This is an optimization exercise on Yosys and OpenROAD, whose aim is small area and a short achievable clock period, not a production implementation. Function was checked by simulation only, so behaviour that the tests miss may differ from the original. No activity file was given, so power comes from the tool's default toggle rates.

// top_processor
module top_processor(
    input clk,
    input rst,
    input [3:0] rx,      
    input [3:0] ry,      
    input [3:0] rz,      
    input [3:0] op,      
    input write_en,      
    output [31:0] result_out   
);
For scale: ~3000 cells after synthesis, roughly 540 flip-flops, about 51 I/O pins, roughly 28000 um2 of cells after synthesis.
==> flow/config.mk <==
export PLATFORM = sky130hd
export DESIGN_NAME = top_processor
export DESIGN_NICKNAME = top_processor
export VERILOG_FILES = /design/flow/design.v
export SDC_FILE = /design/flow/constraint.sdc
export NUM_CORES = 4
export LEC_CHECK = 0
export CAP_MARGIN = 20
export CORE_MARGIN = 2
export CORE_UTILIZATION = 55
export CTS_BUF_LIST = sky130_fd_sc_hd__clkbuf_16
export CTS_CLUSTER_DIAMETER = 80
export CTS_CLUSTER_SIZE = 24
export SETUP_SLACK_MARGIN = 2.5
export SLEW_MARGIN = 20
==> flow/constraint.sdc <==
create_clock -name core_clock -period 8.0 [get_ports {clk}]
set_input_delay 1.6000 -clock core_clock [delete_from_list [all_inputs] [get_ports {clk}]]
set_output_delay 1.6000 -clock core_clock [all_outputs]
set_load 0.01 [all_outputs]
standard.sh (not shown) runs the stock make flow with config.mk's settings and CLKGATE_MAP_FILE= SYNTH_SCRIPT=/design/flow/synth_recipe.tcl, a recipe that flattens the netlist after the stock synthesis.
==> flow/flow/run.sh <==
#!/bin/bash
# Own flow: the standard ORFS flow with two changes to synthesis.
# - The carry network module (prefix_carry) is kept apart until ABC has
#   mapped it, with ORFS's delay-oriented ABC script (flow/abc_speed.scr, a
#   copy of ORFS's abc_speed.script), so its parallel-prefix depth survives.
# - Everything else is mapped by ABC with an area-recovering script
#   (flow/abc_area.scr) instead of ORFS's delay-first one.
# The design is flattened at the end exactly as synth_recipe.tcl does, and
# registers are mapped by the unchanged dfflibmap step, so their names and
# cells are those of the standard synthesis.
set -euo pipefail
W=$(pwd)
F=$W/flow
{
  cat <<'T'
proc abc {args} {
  set i [lsearch $args -script]
  set a_area $args
  lset a_area [expr {$i + 1}] $::env(OWN_ABC_SCRIPT)
  set a_speed $args
  lset a_speed [expr {$i + 1}] $::env(OWN_ABC_SPEED_SCRIPT)
  yosys abc {*}$a_area top_processor
  yosys abc {*}$a_speed prefix_carry
}
proc synth {args} {
  if {![info exists ::own_kept]} {
    set ::own_kept 1
    yosys setattr -mod -set keep_hierarchy 1 prefix_carry
  }
  yosys synth -nofsm -noshare {*}$args
}
T
  # synth_recipe.tcl's first line defines synth as above, without the keep
  tail -n +2 "$W/synth_recipe.tcl"
} > "$W/own_synth.tcl"
head -1 "$W/synth_recipe.tcl" | grep -q '^proc synth {args} { yosys synth -nofsm -noshare {\*}$args }$'
sed "s#$W/synth_recipe.tcl#$W/own_synth.tcl#g" "$W/standard.sh" > "$W/own_standard.sh"
grep -q own_synth.tcl "$W/own_standard.sh"
export OWN_ABC_SCRIPT=$F/abc_area.scr
export OWN_ABC_SPEED_SCRIPT=$F/abc_speed.scr
bash "$W/own_standard.sh" > "$W/flow.log" 2>&1
==> flow/flow/abc_area.scr <==
&get -n
&st
&dch
&nf -R 1000
&put
topo
stime -c
==> flow/flow/abc_speed.scr <==
&get -n
&st
&dch
&nf
&st
&syn2
&if -g -K 6
&synch2
&nf
&st
&syn2
&if -g -K 6
&synch2
&nf
&st
&syn2
&if -g -K 6
&synch2
&nf
&st
&syn2
&if -g -K 6
&synch2
&nf
&st
&syn2
&if -g -K 6
&synch2
&nf
&put
buffer -c
topo
stime -c
upsize -c
dnsize -c
The starting point completed with no timing, DRC or antenna violations.
Edit:
==> flow/flow/run.sh (replaced) <==
#!/bin/bash
# Own flow: the standard ORFS flow, except that ABC maps the logic with an
# area-recovering script (flow/abc_area.scr) instead of ORFS's delay-first one.
# Registers are mapped by the unchanged dfflibmap step, so their names and cells
# are those of the standard synthesis.
set -euo pipefail
W=$(pwd)
F=$W/flow
{
  cat <<'T'
proc abc {args} {
  set i [lsearch $args -script]
  if {$i >= 0} { lset args [expr {$i + 1}] $::env(OWN_ABC_SCRIPT) }
  yosys abc {*}$args
}
T
  cat "$W/synth_recipe.tcl"
} > "$W/own_synth.tcl"
sed "s#$W/synth_recipe.tcl#$W/own_synth.tcl#g" "$W/standard.sh" > "$W/own_standard.sh"
grep -q own_synth.tcl "$W/own_standard.sh"
export OWN_ABC_SCRIPT=$F/abc_area.scr
bash "$W/own_standard.sh" > "$W/flow.log" 2>&1
- CORE_UTILIZATION: 55 -> 45
removed: flow/flow/abc_speed.scr
=>
- synthesized area shrinks slightly
- total power shrinks slightly
- core utilization shrinks by 13 points
- worst setup slack gains 0.11 ns
- die area grows by about a fifth
- critical path depth shrinks by 1
Edit:
- CORE_UTILIZATION: 45 -> 55
- CTS_BUF_LIST: sky130_fd_sc_hd__clkbuf_16 -> sky130_fd_sc_hd__clkbuf_8
- CTS_CLUSTER_DIAMETER: 80 -> not set
- CTS_CLUSTER_SIZE: 24 -> not set
Outcome: The changed run ran to the end with no violations; count of clock-buffer cells in the layout goes up by 78; design area is about the same; sequential share of layout area barely changes; global-route usage goes up by 6.1 points.
Edit:
- CORE_UTILIZATION: 55 -> 45
- CTS_BUF_LIST: sky130_fd_sc_hd__clkbuf_8 -> sky130_fd_sc_hd__clkbuf_16
- CTS_CLUSTER_DIAMETER: not set -> 80
- CTS_CLUSTER_SIZE: not set -> 24
- SETUP_SLACK_MARGIN: 2.5 -> 2.8
What happened: Global-route usage drops by 5.7 points. Final cell count climbs slightly. Setup slack loses 0.090 ns. First-iteration DRC count drops by roughly a tenth. Combinational power climbs by about a fifth. Clock-buffer cell count drops by 78.

========
The RTL this note starts from:
==> flow/design.v <==
module alu(
    input [31:0] A,
    input [31:0] B,
    input [3:0] opcode,
    output [31:0] result
);
    wire op_add = (opcode == 4'd0);
    wire op_sub = (opcode == 4'd1);
    wire op_and = (opcode == 4'd2);
    wire op_or  = (opcode == 4'd3);
    wire op_xor = (opcode == 4'd4);
    wire op_nor = (opcode == 4'd5);
    wire op_not = (opcode == 4'd6);
    wire op_sll = (opcode == 4'd7);
    wire op_srl = (opcode == 4'd8) | (opcode == 4'd9);
    wire op_inc = (opcode == 4'd10);
    wire op_dec = (opcode == 4'd11);
    wire op_slt = (opcode == 4'd12);
    wire op_sgt = (opcode == 4'd13);
    wire op_lui = (opcode == 4'd14);
    wire use_b  = op_add | op_sub | op_and | op_or | op_xor | op_nor | op_slt | op_sgt;
    wire inv_b  = op_sub | op_slt | op_sgt | op_not | op_dec;
    wire cin    = op_sub | op_dec | op_slt;
    wire arith  = op_add | op_sub | op_inc | op_dec;
    wire sel_p  = arith | op_or | op_xor | op_nor | op_not;
    wire sel_g  = op_and | op_or | op_nor;
    wire [31:0] bx;
    genvar i;
    generate
        for (i = 0; i < 32; i = i + 1) begin : BX
            if (i == 2)
                assign bx[i] = (B[i] & use_b) ^ (inv_b ? 1'b1 : 1'b0) ^ (op_inc | op_dec);
            else
                assign bx[i] = (B[i] & use_b) ^ inv_b;
        end
    endgenerate
    wire [31:0] p = A ^ bx;
    wire [31:0] g = A & bx;
    wire [32:0] c;
    prefix_carry pc(.p(p), .g(g), .cin(cin), .c(c));
    wire [31:0] core = ((p & {32{sel_p}}) | (g & {32{sel_g}})) ^
                       ((c[31:0] & {32{arith}}) | {32{op_nor}});
    wire [31:0] x;
    generate
        for (i = 0; i < 32; i = i + 1) begin : XS
            assign x[i] = (A[i] & op_srl) | (A[31-i] & op_sll);
        end
    endgenerate
    wire [31:0] s = x >> B[4:0];
    wire big = |B[31:5];
    wire en_r = op_srl & ~big;
    wire en_l = op_sll & ~big;
    wire [31:0] sh;
    generate
        for (i = 0; i < 32; i = i + 1) begin : SO
            assign sh[i] = (s[i] & en_r) | (s[31-i] & en_l);
        end
    endgenerate
    wire cmp = (c[32] ^ op_slt) & (op_slt | op_sgt);
    wire [31:0] lui = {B[15:0] & {16{op_lui}}, 16'd0};
    assign result = core | sh | lui | {31'd0, cmp};
endmodule
module prefix_carry(
    input [31:0] p,
    input [31:0] g,
    input cin,
    output [32:0] c
);
    wire [31:0] g0 = {g[31:1], g[0] | (p[0] & cin)};
    reg [31:0] G, P;
    integer k, j;
    always @(*) begin
        G = g0; P = p;
        for (k = 1; k < 32; k = k * 2)
            for (j = 2*k - 1; j < 32; j = j + 2*k) begin
                G[j] = G[j] | (P[j] & G[j-k]);
                P[j] = P[j] & P[j-k];
            end
        for (k = 8; k >= 1; k = k / 2)
            for (j = 3*k - 1; j < 32; j = j + 2*k) begin
                G[j] = G[j] | (P[j] & G[j-k]);
                P[j] = P[j] & P[j-k];
            end
    end
    assign c = {G, cin};
endmodule
module register_bank(
    input clk,
    input rst,
    input [3:0] read_reg1,
    input [3:0] read_reg2,
    input [3:0] write_reg,
    input [31:0] write_data,
    input write_enable,
    output reg [31:0] data_out1,
    output reg [31:0] data_out2
);
    wire [511:0] regs_flat;
    wire [15:0] sel1 = 16'd1 << read_reg1;
    wire [15:0] sel2 = 16'd1 << read_reg2;
    wire [15:0] wsel = {15'd0, write_enable} << write_reg;
    genvar g;
    generate
        for (g = 0; g < 16; g = g + 1) begin : R
            localparam [31:0] INIT = (g == 0 || g == 15) ? 32'd0 : g * 10;
            reg [31:0] q;
            always @(posedge clk or posedge rst) begin
                if (rst)
                    q <= INIT;
                else if (wsel[g])
                    q <= write_data;
            end
            assign regs_flat[g*32 +: 32] = q;
        end
    endgenerate
    integer i;
    always @(*) begin
        data_out1 = 32'd0;
        data_out2 = 32'd0;
        for (i = 0; i < 16; i = i + 1) begin
            data_out1 = data_out1 | ({32{sel1[i]}} & regs_flat[i*32 +: 32]);
            data_out2 = data_out2 | ({32{sel2[i]}} & regs_flat[i*32 +: 32]);
        end
    end
endmodule
module top_processor(
    input clk,
    input rst,
    input [3:0] rx,      
    input [3:0] ry,      
    input [3:0] rz,      
    input [3:0] op,      
    input write_en,      
    output [31:0] result_out   
);
    wire [31:0] operand1;
    wire [31:0] operand2;
    wire [31:0] alu_result;
    reg [31:0] result_reg;
    always @(posedge clk or posedge rst) begin
        if (rst)
            result_reg <= 32'b0;
        else
            result_reg <= alu_result;
    end
    register_bank reg_bank(
        .clk(clk),
        .rst(rst),
        .read_reg1(ry),
        .read_reg2(rz),
        .write_reg(rx),
        .write_data(alu_result),
        .write_enable(write_en),
        .data_out1(operand1),
        .data_out2(operand2)
    );
    alu alu_unit(
        .A(operand1),
        .B(operand2),
        .opcode(op),
        .result(alu_result)
    );
    assign result_out = result_reg;
endmodule
Settings: LEC_CHECK=0, CAP_MARGIN=20, CORE_MARGIN=2, CORE_UTILIZATION=40, SLEW_MARGIN=20; clock period 8.0 ns.
run.sh (not shown) runs the stock make flow with config.mk's settings and CLKGATE_MAP_FILE= SYNTH_SCRIPT=/design/flow/synth_recipe.tcl, a recipe that flattens the netlist after the stock synthesis.
Stock flow here: none of the scripts above is used.
==> next run, changes <==
==> flow/flow/run.sh (new file) <==
#!/bin/bash
# Own flow: the standard ORFS flow, except that ABC maps the logic with an
# area-recovering script (flow/abc_area.scr) instead of ORFS's delay-first one.
# Registers are mapped by the unchanged dfflibmap step, so their names and cells
# are those of the standard synthesis.
set -euo pipefail
W=$(pwd)
F=$W/flow
{
  cat <<'T'
proc abc {args} {
  set i [lsearch $args -script]
  if {$i >= 0} { lset args [expr {$i + 1}] $::env(OWN_ABC_SCRIPT) }
  yosys abc {*}$args
}
T
  cat "$W/synth_recipe.tcl"
} > "$W/own_synth.tcl"
sed "s#$W/synth_recipe.tcl#$W/own_synth.tcl#g" "$W/standard.sh" > "$W/own_standard.sh"
grep -q own_synth.tcl "$W/own_standard.sh"
export OWN_ABC_SCRIPT=$F/abc_area.scr
bash "$W/own_standard.sh" > "$W/flow.log" 2>&1
==> flow/flow/abc_area.scr (new file) <==
&get -n
&st
&dch
&nf -R 1000
&put
topo
stime -c
==> flow/standard.sh (new file) <==
#!/bin/bash
# synth_recipe.tcl (not shown) runs the flow's synth.tcl, then flattens the netlist and writes it again
# the make line also repeats each setting of config.mk as NAME=value (left out here)
make -C /OpenROAD-flow-scripts/flow DESIGN_CONFIG=/design/flow/config.mk WORK_HOME=/design/flow/orfs CLKGATE_MAP_FILE= SYNTH_SCRIPT=/design/flow/synth_recipe.tcl "${@:-finish}"
removed: flow/run.sh
Result: The changed run went through all stages and came out clean. Worst hold slack improved by 7.5 ps. Die area falls by 22%. Wire length drops by about 40%. Setup slack degrades by 360 ps. Power came out lower by 23%. Area after synthesis shrinks by about 22%. Maximum frequency came out lower by 4.9%. Synthesized cell count fell by 27%. Via count came out lower by 28%. Final cell count goes down by about 20%. Count of clock-buffer cells in the layout increases by 1.

========
Another version of the RTL of top_processor (not shown whole).
Size in the first run: about 540 flip-flops, about 51 I/O pins, ~28000 um2 of cells after synthesis.
Settings: LEC_CHECK=0, CAP_MARGIN=20, CORE_MARGIN=2, CORE_UTILIZATION=40, CTS_BUF_LIST=sky130_fd_sc_hd__clkbuf_8, SETUP_SLACK_MARGIN=2.5, SLEW_MARGIN=20; clock period 8.0 ns.
standard.sh (not shown) runs the stock make flow with config.mk's settings and CLKGATE_MAP_FILE= SYNTH_SCRIPT=/design/flow/synth_recipe.tcl, a recipe that flattens the netlist after the stock synthesis.
==> flow/flow/run.sh <==
#!/bin/bash
# Own flow: the standard ORFS flow, except that ABC maps the logic with an
# area-recovering script (flow/abc_area.scr) instead of ORFS's delay-first one.
# Registers are mapped by the unchanged dfflibmap step, so their names and cells
# are those of the standard synthesis.
set -euo pipefail
W=$(pwd)
F=$W/flow
{
  cat <<'T'
proc abc {args} {
  set i [lsearch $args -script]
  if {$i >= 0} { lset args [expr {$i + 1}] $::env(OWN_ABC_SCRIPT) }
  yosys abc {*}$args
}
T
  cat "$W/synth_recipe.tcl"
} > "$W/own_synth.tcl"
sed "s#$W/synth_recipe.tcl#$W/own_synth.tcl#g" "$W/standard.sh" > "$W/own_standard.sh"
grep -q own_synth.tcl "$W/own_standard.sh"
export OWN_ABC_SCRIPT=$F/abc_area.scr
bash "$W/own_standard.sh" > "$W/flow.log" 2>&1
==> flow/flow/abc_area.scr <==
&get -n
&st
&dch
&nf -R 1000
&put
topo
stime -c
==> next run, changes <==
--- a/flow/config.mk
+++ b/flow/config.mk
@@ -8,5 +8,5 @@
 export CAP_MARGIN = 20
 export CORE_MARGIN = 2
-export CORE_UTILIZATION = 40
+export CORE_UTILIZATION = 55
 export CTS_BUF_LIST = sky130_fd_sc_hd__clkbuf_8
 export SETUP_SLACK_MARGIN = 2.5
Non-clock buffer count drops by 2; via count climbs by 2.1%; wire length drops by 3.9%.

## re-timing with driven ports
How much do the figures lean on ideal ports? The routed layouts below were timed once more, with nothing changed but the port constraints. Step 1: set_driving_cell puts a clkbuf_16 on clk and a buf_2 on each other input, an assumption about the parent block. Step 2 also shifts input and output timing later by t, the mid clock arrival at the registers, as if the neighbouring blocks saw the same clock. Slacks: no drivers / after step 1 / after step 2; pairs: no drivers / after step 1.
run | t, ns | setup WS [ns] | worst register clock-pin slew, ns | worst slew at a driven data input, ns
the first run of note 1 | 0.656 | 2.051 / 2.046 / 1.390 | 0.10 / 0.10 | 0.10
the second run of note 1 | 0.650 | 2.160 / 2.197 / 1.547 | 0.10 / 0.10 | 0.08
the third run of note 1 | 0.772 | 2.306 / 2.323 / 1.551 | 0.07 / 0.07 | 0.08
the fourth run of note 1 | 0.650 | 2.215 / 2.236 / 1.586 | 0.10 / 0.10 | 0.08
the first run of note 2 | 0.732 | 0.921 / 0.932 / 0.200 | 0.07 / 0.07 | 0.06
the second run of note 2 | 0.706 | 0.558 / 0.596 / -0.110 | 0.07 / 0.07 | 0.06
the first run of note 3 | 0.770 | 2.348 / 2.361 / 1.591 | 0.08 / 0.08 | 0.12
the second run of note 3 | 0.766 | 2.200 / 2.237 / 1.472 | 0.07 / 0.07 | 0.07
Met with ideal ports but missed after step 2: setup timing in the second run of note 2. The setup slack of the first run of note 3, which loses most, moves by +0.013 ns with the drivers and by -0.757 ns with both steps.
